Source: an optimization exercise on an open RTL-to-GDS flow (aim: small area, a short achievable clock period and few clock cycles). Production flows keep margins and buffers that such runs may drop.
Function was checked by simulation only, so behaviour that the tests miss may differ from the original.
Power is estimated from default activity; no workload was simulated.

==> flow/design.v <==
module ConvCalculator(
    input clk,
    input rst,
    input [31:0] data_in,
    input in_valid,
    output in_ready,
    input [7:0] input_size,
    input [7:0] filter_size,
    output reg [31:0] data_out,
    output reg out_valid,
    output reg done,
    output [7:0] output_size
);
function [31:0] fp_add_func;
    input [31:0] a;     
    input [31:0] b;     
    reg sign_a, sign_b;
    reg [7:0] exponent_a, exponent_b;
    reg [23:0] mantissa_a, mantissa_b;
    reg [23:0] aligned_mantissa_a, aligned_mantissa_b;
    reg [7:0] exponent_diff;
    reg [7:0] exponent_result;
    reg sign_result;
    reg [24:0] mantissa_sum;
    reg [23:0] mantissa_final;
    reg [7:0] exponent_adjusted;
    reg [6:0] norm_fac;
    reg a_is_zero, b_is_zero;
    reg a_is_inf, b_is_inf;
    reg a_is_nan, b_is_nan;
    integer i;
    begin
        sign_a = a[31];
        sign_b = b[31];
        exponent_a = a[30:23];
        exponent_b = b[30:23];
        mantissa_a = (exponent_a == 0) ? {1'b0, a[22:0]} : {1'b1, a[22:0]};  
        mantissa_b = (exponent_b == 0) ? {1'b0, b[22:0]} : {1'b1, b[22:0]};  
        a_is_zero = (exponent_a == 8'd0 && a[22:0] == 23'd0);
        b_is_zero = (exponent_b == 8'd0 && b[22:0] == 23'd0);
        a_is_inf = (exponent_a == 8'd255 && a[22:0] == 23'd0);
        b_is_inf = (exponent_b == 8'd255 && b[22:0] == 23'd0);
        a_is_nan = (exponent_a == 8'd255 && a[22:0] != 23'd0);
        b_is_nan = (exponent_b == 8'd255 && b[22:0] != 23'd0);
        exponent_diff = (exponent_a > exponent_b) ? (exponent_a - exponent_b) : (exponent_b - exponent_a);
        aligned_mantissa_a = (exponent_a > exponent_b) ? mantissa_a : (mantissa_a >> exponent_diff);
        aligned_mantissa_b = (exponent_b > exponent_a) ? mantissa_b : (mantissa_b >> exponent_diff);
        exponent_result = (exponent_a > exponent_b) ? exponent_a : exponent_b;
        mantissa_sum = (sign_a == sign_b) ? ({1'b0, aligned_mantissa_a} + {1'b0, aligned_mantissa_b}) :
                                             (aligned_mantissa_a >= aligned_mantissa_b) ? ({1'b0, aligned_mantissa_a} - {1'b0, aligned_mantissa_b}) :
                                                                                             ({1'b0, aligned_mantissa_b} - {1'b0, aligned_mantissa_a});
        sign_result = (aligned_mantissa_a >= aligned_mantissa_b) ? sign_a : sign_b;
        mantissa_final = mantissa_sum[24] ? mantissa_sum[24:1] : mantissa_sum[23:0];
        exponent_adjusted = mantissa_sum[24] ? exponent_result + 1 : exponent_result;
        norm_fac = mantissa_final[23] ? 0 : (mantissa_final[22] ? 1 : (mantissa_final[21] ? 2 : (mantissa_final[20] ? 3 : 
        (mantissa_final[19] ? 4 : (mantissa_final[18] ? 5 : (mantissa_final[17] ? 6 : (mantissa_final[16] ? 7 : 
        (mantissa_final[15] ? 8 : (mantissa_final[14] ? 9 : (mantissa_final[13] ? 10 : (mantissa_final[12] ? 11 : 
        mantissa_final[11] ? 12 : (mantissa_final[10] ? 13 : (mantissa_final[9] ? 14 : (mantissa_final[8] ? 15 : 
        mantissa_final[7] ? 16 : (mantissa_final[6] ? 17 : (mantissa_final[5] ? 18 : (mantissa_final[4] ? 19 : 
        mantissa_final[3] ? 20 : (mantissa_final[2] ? 21 : (mantissa_final[1] ? 22 : (mantissa_final[0] ? 23 : 24))))))))))))))))))));
        mantissa_final = mantissa_final << norm_fac;
        exponent_adjusted = exponent_adjusted - norm_fac;
        fp_add_func = a_is_nan ? a :
                       b_is_nan ? b :
                       (a_is_inf & b_is_inf & (sign_a != sign_b)) ? 32'hFFC00000 :  
                       a_is_inf ? a :
                       b_is_inf ? b :
                       a_is_zero ? b :
                       b_is_zero ? a :
                       {sign_result, exponent_adjusted[7:0], mantissa_final[22:0]};
    end
endfunction
function [31:0] fp_mul_func;
    input [31:0] a;     
    input [31:0] b;     
    reg sign_a;
    reg sign_b;
    reg [7:0] exponent_a;
    reg [7:0] exponent_b;
    reg [23:0] mantissa_a;
    reg [23:0] mantissa_b;
    reg sign_result;
    reg [8:0] exponent_result;
    reg [47:0] mantissa_result;
    reg [22:0] mantissa_final;
    reg [7:0] exponent_final;
    reg overflow;
    reg a_is_zero, b_is_zero;
    reg a_is_inf, b_is_inf;
    reg a_is_nan, b_is_nan;
    begin
        sign_a = a[31];
        sign_b = b[31];
        exponent_a = a[30:23];
        exponent_b = b[30:23];
        mantissa_a = {1'b1, a[22:0]};  
        mantissa_b = {1'b1, b[22:0]};  
        a_is_zero = (exponent_a == 8'd0 && a[22:0] == 23'd0);
        b_is_zero = (exponent_b == 8'd0 && b[22:0] == 23'd0);
        a_is_inf = (exponent_a == 8'd255 && a[22:0] == 23'd0);
        b_is_inf = (exponent_b == 8'd255 && b[22:0] == 23'd0);
        a_is_nan = (exponent_a == 8'd255 && a[22:0] != 23'd0);
        b_is_nan = (exponent_b == 8'd255 && b[22:0] != 23'd0);
        sign_result = sign_a ^ sign_b;
        exponent_result = exponent_a + exponent_b - 8'd127;
        mantissa_result = mantissa_a * mantissa_b;
        mantissa_final = mantissa_result[47] ? mantissa_result[46:24] : mantissa_result[45:23];
        exponent_final = mantissa_result[47] ? exponent_result + 1 : exponent_result;
        overflow = (exponent_final > 8'd254);
        fp_mul_func = a_is_nan ? a :
                       b_is_nan ? b :
                       (a_is_inf & b_is_zero) | (b_is_inf & a_is_zero) ? 32'hFFC00000 :  
                       a_is_inf | b_is_inf ? {sign_result, 8'hFF, 23'd0} :
                       a_is_zero | b_is_zero ? {sign_result, 31'd0} :
                       overflow ? {sign_result, 8'hFF, 23'd0} :  
                       {sign_result, exponent_final[7:0], mantissa_final[22:0]};
    end
endfunction
    localparam K = 4;              
    reg [31:0] input_matrix [0:63];    
    reg [31:0] filter_matrix [0:15];   
    assign output_size = input_size - filter_size + 1;
    reg        ld_filt;                
    reg        handed;                 
    reg [2:0]  wrow, wcol;
    reg [3:0]  ld_n;
    reg [2:0]  ld_f;
    reg [1:0]  frow, fcol;
    reg [4:0]  fcnt;                   
    reg [3:0]  e_n;
    reg [3:0]  e_w;                    
    reg [4:0]  e_f2;                   
    reg        busy0;                  
    reg [4:0]  tcount;
    reg [1:0]  tm, tn;
    reg [2:0]  wr, wc;                 
    reg        w_end;                  
    reg [4:0]  dcnt;                   
    reg [2:0]  r_cur, r_prev;
    reg [1:0] e_f_m1_r;
    wire [2:0] e_f_m1 = {1'b0, e_f_m1_r};
    wire [K-1:0] act, first, last;
    wire [1:0]   l_tm [0:K-1];
    wire [1:0]   l_tn [0:K-1];
    wire [31:0]  l_fw [0:K-1];
    wire [K-1:0] st = act & first;
    wire         adv = |st;
    wire [2:0] w_last = e_w[2:0] - 3'd1;
    wire walker_last = (wr == w_last) && (wc == w_last);
    wire lane_quiet;
    wire st_quiet;
    wire idle_ok = !busy0 && w_end && st_quiet;
    wire all_free = !busy0 && w_end && lane_quiet;
    wire first_word = !ld_filt && (wrow == 0) && (wcol == 0);
    wire [3:0] cur_n = first_word ? input_size[3:0] : ld_n;
    wire row_ok = (wrow < r_prev) || ({1'b0, wrow} >= e_n) || all_free;
    wire take = ld_filt && !handed && idle_ok;
    assign in_ready = ld_filt ? (handed || idle_ok) : row_ok;
    wire acc_in = in_valid && !ld_filt && row_ok;
    wire acc_f = in_valid && ld_filt && (handed || idle_ok);
    wire start = !busy0 && !w_end && (dcnt < e_f2) && (fcnt != 0);
    wire tap_ok = busy0 && (tcount < fcnt);
    wire issue0 = start || tap_ok;
    wire last0 = start ? (e_f2 == 5'd1) : (tcount == e_f2 - 5'd1);
    wire bubble = busy0 && !tap_ok;
    assign act[0] = issue0;
    assign first[0] = start;
    assign last[0] = last0;
    assign l_tm[0] = tm;
    assign l_tn[0] = tn;
    assign l_fw[0] = filter_matrix[{tm, tn}];
    always @(posedge clk or posedge rst) begin
        if (rst) begin
            ld_filt <= 0;
            handed <= 0;
            wrow <= 0;
            wcol <= 0;
            ld_n <= 0;
            ld_f <= 0;
            frow <= 0;
            fcol <= 0;
            fcnt <= 0;
            e_n <= 0;
            e_w <= 0;
            e_f2 <= 0;
            busy0 <= 0;
            tcount <= 0;
            tm <= 0;
            tn <= 0;
            wr <= 0;
            wc <= 0;
            w_end <= 1;
            dcnt <= 0;
            r_cur <= 0;
            r_prev <= 0;
        end else begin
            if (acc_in) begin
                input_matrix[{wrow, wcol}] <= data_in;
                if (first_word) begin
                    ld_n <= input_size[3:0];
                    ld_f <= filter_size[2:0];
                end
                if ({1'b0, wcol} == cur_n - 4'd1) begin
                    wcol <= 0;
                    if ({1'b0, wrow} == cur_n - 4'd1) begin
                        wrow <= 0;
                        ld_filt <= 1;
                    end else
                        wrow <= wrow + 1;
                end else
                    wcol <= wcol + 1;
            end
            if (take) begin
                handed <= 1;
                e_n <= ld_n;
                e_w <= ld_n - {1'b0, ld_f} + 4'd1;
                e_f2 <= ld_f * ld_f;
                wr <= 0;
                wc <= 0;
                w_end <= 0;
                r_cur <= 0;
                r_prev <= 0;
                fcnt <= acc_f ? 5'd1 : 5'd0;
            end else if (acc_f)
                fcnt <= fcnt + 1;
            if (acc_f) begin
                filter_matrix[{frow, fcol}] <= data_in;
                if ({1'b0, fcol} == ld_f - 3'd1) begin
                    fcol <= 0;
                    if ({1'b0, frow} == ld_f - 3'd1) begin
                        frow <= 0;
                        ld_filt <= 0;
                        handed <= 0;
                    end else
                        frow <= frow + 1;
                end else
                    fcol <= fcol + 1;
            end
            if (!take) begin
                if (adv && !w_end) begin
                    if (wc == w_last) begin
                        wc <= 0;
                        if (wr == w_last)
                            w_end <= 1;
                        else
                            wr <= wr + 1;
                    end else
                        wc <= wc + 1;
                end
                if (start) begin
                    r_prev <= r_cur;
                    r_cur <= wr;
                end
            end
            if (start)
                dcnt <= e_f2 + K - 2;
            else if (dcnt != 0 && !bubble)
                dcnt <= dcnt - 1;
            if (issue0) begin
                if (last0) begin
                    busy0 <= 0;
                    tcount <= 0;
                    tm <= 0;
                    tn <= 0;
                end else begin
                    busy0 <= 1;
                    tcount <= tcount + 1;
                    if ({1'b0, tn} == e_f_m1) begin
                        tn <= 0;
                        tm <= tm + 1;
                    end else
                        tn <= tn + 1;
                end
            end
        end
    end
    always @(posedge clk or posedge rst)
        if (rst)
            e_f_m1_r <= 0;
        else if (take)
            e_f_m1_r <= ld_f[1:0] - 2'd1;
    genvar k;
    generate
        for (k = 1; k < K; k = k + 1) begin : chain
            reg a_r, f_r, l_r;
            reg [1:0] m_r, n_r;
            reg [31:0] fw_r;
            always @(posedge clk or posedge rst)
                if (rst) begin
                    a_r <= 0;
                    f_r <= 0;
                    l_r <= 0;
                end else begin
                    a_r <= act[k-1];
                    f_r <= first[k-1];
                    l_r <= last[k-1];
                end
            always @(posedge clk) begin
                m_r <= l_tm[k-1];
                n_r <= l_tn[k-1];
                fw_r <= l_fw[k-1];
            end
            assign act[k] = a_r;
            assign first[k] = f_r;
            assign last[k] = l_r;
            assign l_tm[k] = m_r;
            assign l_tn[k] = n_r;
            assign l_fw[k] = fw_r;
        end
    endgenerate
    wire [K-1:0] emit;
    wire [K-1:0] emit_last;
    wire [31:0] acc_o [0:K-1];
    wire [K-1:0] busy_rd;
    generate
        for (k = 0; k < K; k = k + 1) begin : lane
            reg [2:0] br, bc;
            reg v, jl;
            reg [31:0] p;
            reg a1, f1, l1, v1, jl1;
            reg [31:0] acc;
            wire [2:0] rb = st[k] ? wr : br;
            wire [2:0] cb = st[k] ? wc : bc;
            wire [2:0] rr = rb + {1'b0, l_tm[k]};
            wire [2:0] cc = cb + {1'b0, l_tn[k]};
            wire [31:0] x = input_matrix[{rr, cc}];
            wire [31:0] prod = fp_mul_func(x, l_fw[k]);
            always @(posedge clk) begin
                if (st[k]) begin
                    br <= wr;
                    bc <= wc;
                    v <= !w_end;
                    jl <= walker_last && !w_end;
                end
                if (act[k]) begin
                    p <= prod;
                    f1 <= first[k];
                    l1 <= last[k];
                    v1 <= st[k] ? !w_end : v;
                    jl1 <= st[k] ? (walker_last && !w_end) : jl;
                end
                if (a1)
                    acc <= f1 ? p : fp_add_func(acc, p);
            end
            always @(posedge clk or posedge rst)
                if (rst)
                    a1 <= 0;
                else
                    a1 <= act[k];
            assign emit[k] = a1 && l1 && v1;
            assign emit_last[k] = a1 && l1 && v1 && jl1;
            assign acc_o[k] = acc;
        end
    endgenerate
    generate
        if (K > 1) begin : quiet_g
            assign lane_quiet = !(|act[K-1:1]);
            assign st_quiet = !(|st[K-1:1]);
        end else begin : quiet_s
            assign lane_quiet = 1'b1;
            assign st_quiet = 1'b1;
        end
    endgenerate
    reg [K-1:0] osel;
    always @(posedge clk or posedge rst)
        if (rst) begin
            out_valid <= 0;
            done <= 0;
            osel <= 0;
        end else begin
            out_valid <= |emit;
            done <= |emit_last;
            osel <= emit;
        end
    integer j;
    always @(*) begin
        data_out = 32'd0;
        for (j = 0; j < K; j = j + 1)
            if (osel[j])
                data_out = data_out | acc_o[j];
    end
endmodule
==> flow/run.sh <==
#!/bin/bash
# synth_recipe.tcl (not shown) runs the flow's synth.tcl, then flattens the netlist and writes it again
# the make line also repeats each setting of config.mk as NAME=value (left out here)
make -C /OpenROAD-flow-scripts/flow DESIGN_CONFIG=/design/flow/config.mk WORK_HOME=/design/flow/orfs CLKGATE_MAP_FILE= SYNTH_SCRIPT=/design/flow/synth_recipe.tcl finish
==> flow/config.mk <==
export PLATFORM = sky130hd
export DESIGN_NAME = ConvCalculator
export DESIGN_NICKNAME = ConvCalculator
export VERILOG_FILES = /design/flow/design.v
export SDC_FILE = /design/flow/constraint.sdc
export NUM_CORES = 4
export LEC_CHECK = 0
export CAP_MARGIN = 20
export CORE_MARGIN = 2
export CORE_UTILIZATION = 45
export PLACE_DENSITY = 0.6
export SLEW_MARGIN = 20
==> flow/constraint.sdc <==
create_clock -name core_clock -period 24.0 [get_ports {clk}]
set_input_delay 4.8000 -clock core_clock [delete_from_list [all_inputs] [get_ports {clk}]]
set_output_delay 4.8000 -clock core_clock [all_outputs]
set_load 0.01 [all_outputs]
==> qor.txt <==
Max Root-Sink Buffers: 4
H-tree depth: 5
Post_cts resized: 0
Sequential element share of the synthesized area: 33.2%
Num CTS Buffers: 358
Die height: 780 um
Ys async rst share: 2.65%
Cell area after placement: 0.291 sq mm
Vias in the first global route: 331,387
Clock Tree Root: clkbuf_16
Main synth FF type: edfxtp_1
Placed instance count: 35,927
Hold-fix buffers, CTS: 0
Setup bufs post-CTS: 0
Total GRT Usage: 84.6%
Outcome: stopped before the end
Die width: 780 um
Stage reached: global routing
Initial core utilization: 45.2%
Row count: 284
Global route total overflow: 2,403
Largest net degree at the start of global routing: 81
Total clock sinks: 3,053
Err: [ERROR GRT-0116] Global routing finished with congestion. Check the congestion regions in the DRC Viewer.
Count of flip-flops with a built-in enable after synthesis: 2,832
Cells after Synth: 28,184
Detailed placement HPWL: 1590 mm
Port bufs: 93
Syn_area_per_cell: 9.61 sq um
First-pass GRT wire length: 3540 mm
Mapped Area: 0.271 sq mm
Post-synthesis net count: 31,378
Netlist cell types: 144
Yosys warnings: 3
RePlAce Congestion: 1.36
Register bit count reported by yosys: 3,053
I/O pins: 94
layer usage:
metal | overflow | GRT usage, %
met2 | 846 | 93.6
met4 | 733 | 78.5
met1 | 353 | 86.0
met5 | 50 | 61.8
met3 | 421 | 77.6
stage by stage:
stage / hold slack, ps / setup slack, ps
4_1_cts: 343 / 6090
3_3_place_gp: 341 / 5890
2_1_floorplan: 329 / 10330
3_5_place_dp: 342 / 6170
worst max path at each step:
stage,start,endpoint,slack (ps),cells after the start
after CTS,e_f2[4],lane[0].p[21],6090,50
after detailed placement,e_f2[4],lane[0].p[21],6170,50
after global placement,e_f2[4],lane[0].p[21],5890,50
after floorplan,e_f2[4],lane[0].p[20],10330,57
kinds of logic after synthesis:
logic type | Yosys count | share of synthesized area [%]
compound gates | 7467 | 20.3
xor+xnor | 335 | 1.09
fa+ha+maj | 3143 | 20.0
buf+inv | 4871 | 6.96
flops | 3053 | 33.2
mux | 766 | 3.22
simple gates | 8549 | 15.2
power by group through the flow:
stage / Clock [mW] / Combinational (mW) / Sequential, mW
4_1_cts: 5.98 / 0.195 / 5.87
3_5_place_dp: 0 / 0.196 / 5.98
3_3_place_gp: 0 / 0.193 / 5.98
2_1_floorplan: 0 / 0.0299 / 5.95
Yosys cell counts, drive strengths merged, types with 343 or more instances:
| cell type | count | share of area (%) |
|---|---|---|
| buf | 470 | 0.83 |
| mux2i | 554 | 2.1 |
| nand4 | 729 | 1.7 |
| inv | 2942 | 4.1 |
| ha | 1182 | 5.5 |
| a21oi | 953 | 1.8 |
| nor4 | 343 | 0.80 |
| edfxtp | 2832 | 31 |
| fa | 1961 | 14 |
| and3 | 477 | 1.1 |
| a22oi | 2545 | 7.1 |
| nor3 | 660 | 1.3 |
| o21ai | 721 | 1.4 |
| nand2 | 3327 | 4.6 |
| nor2 | 1184 | 1.6 |
| clkbuf | 1443 | 2.0 |
| nand3 | 821 | 1.5 |
| a22o | 483 | 1.6 |
Testbench counts, summed over its fixed seeds: cycles 6,133.
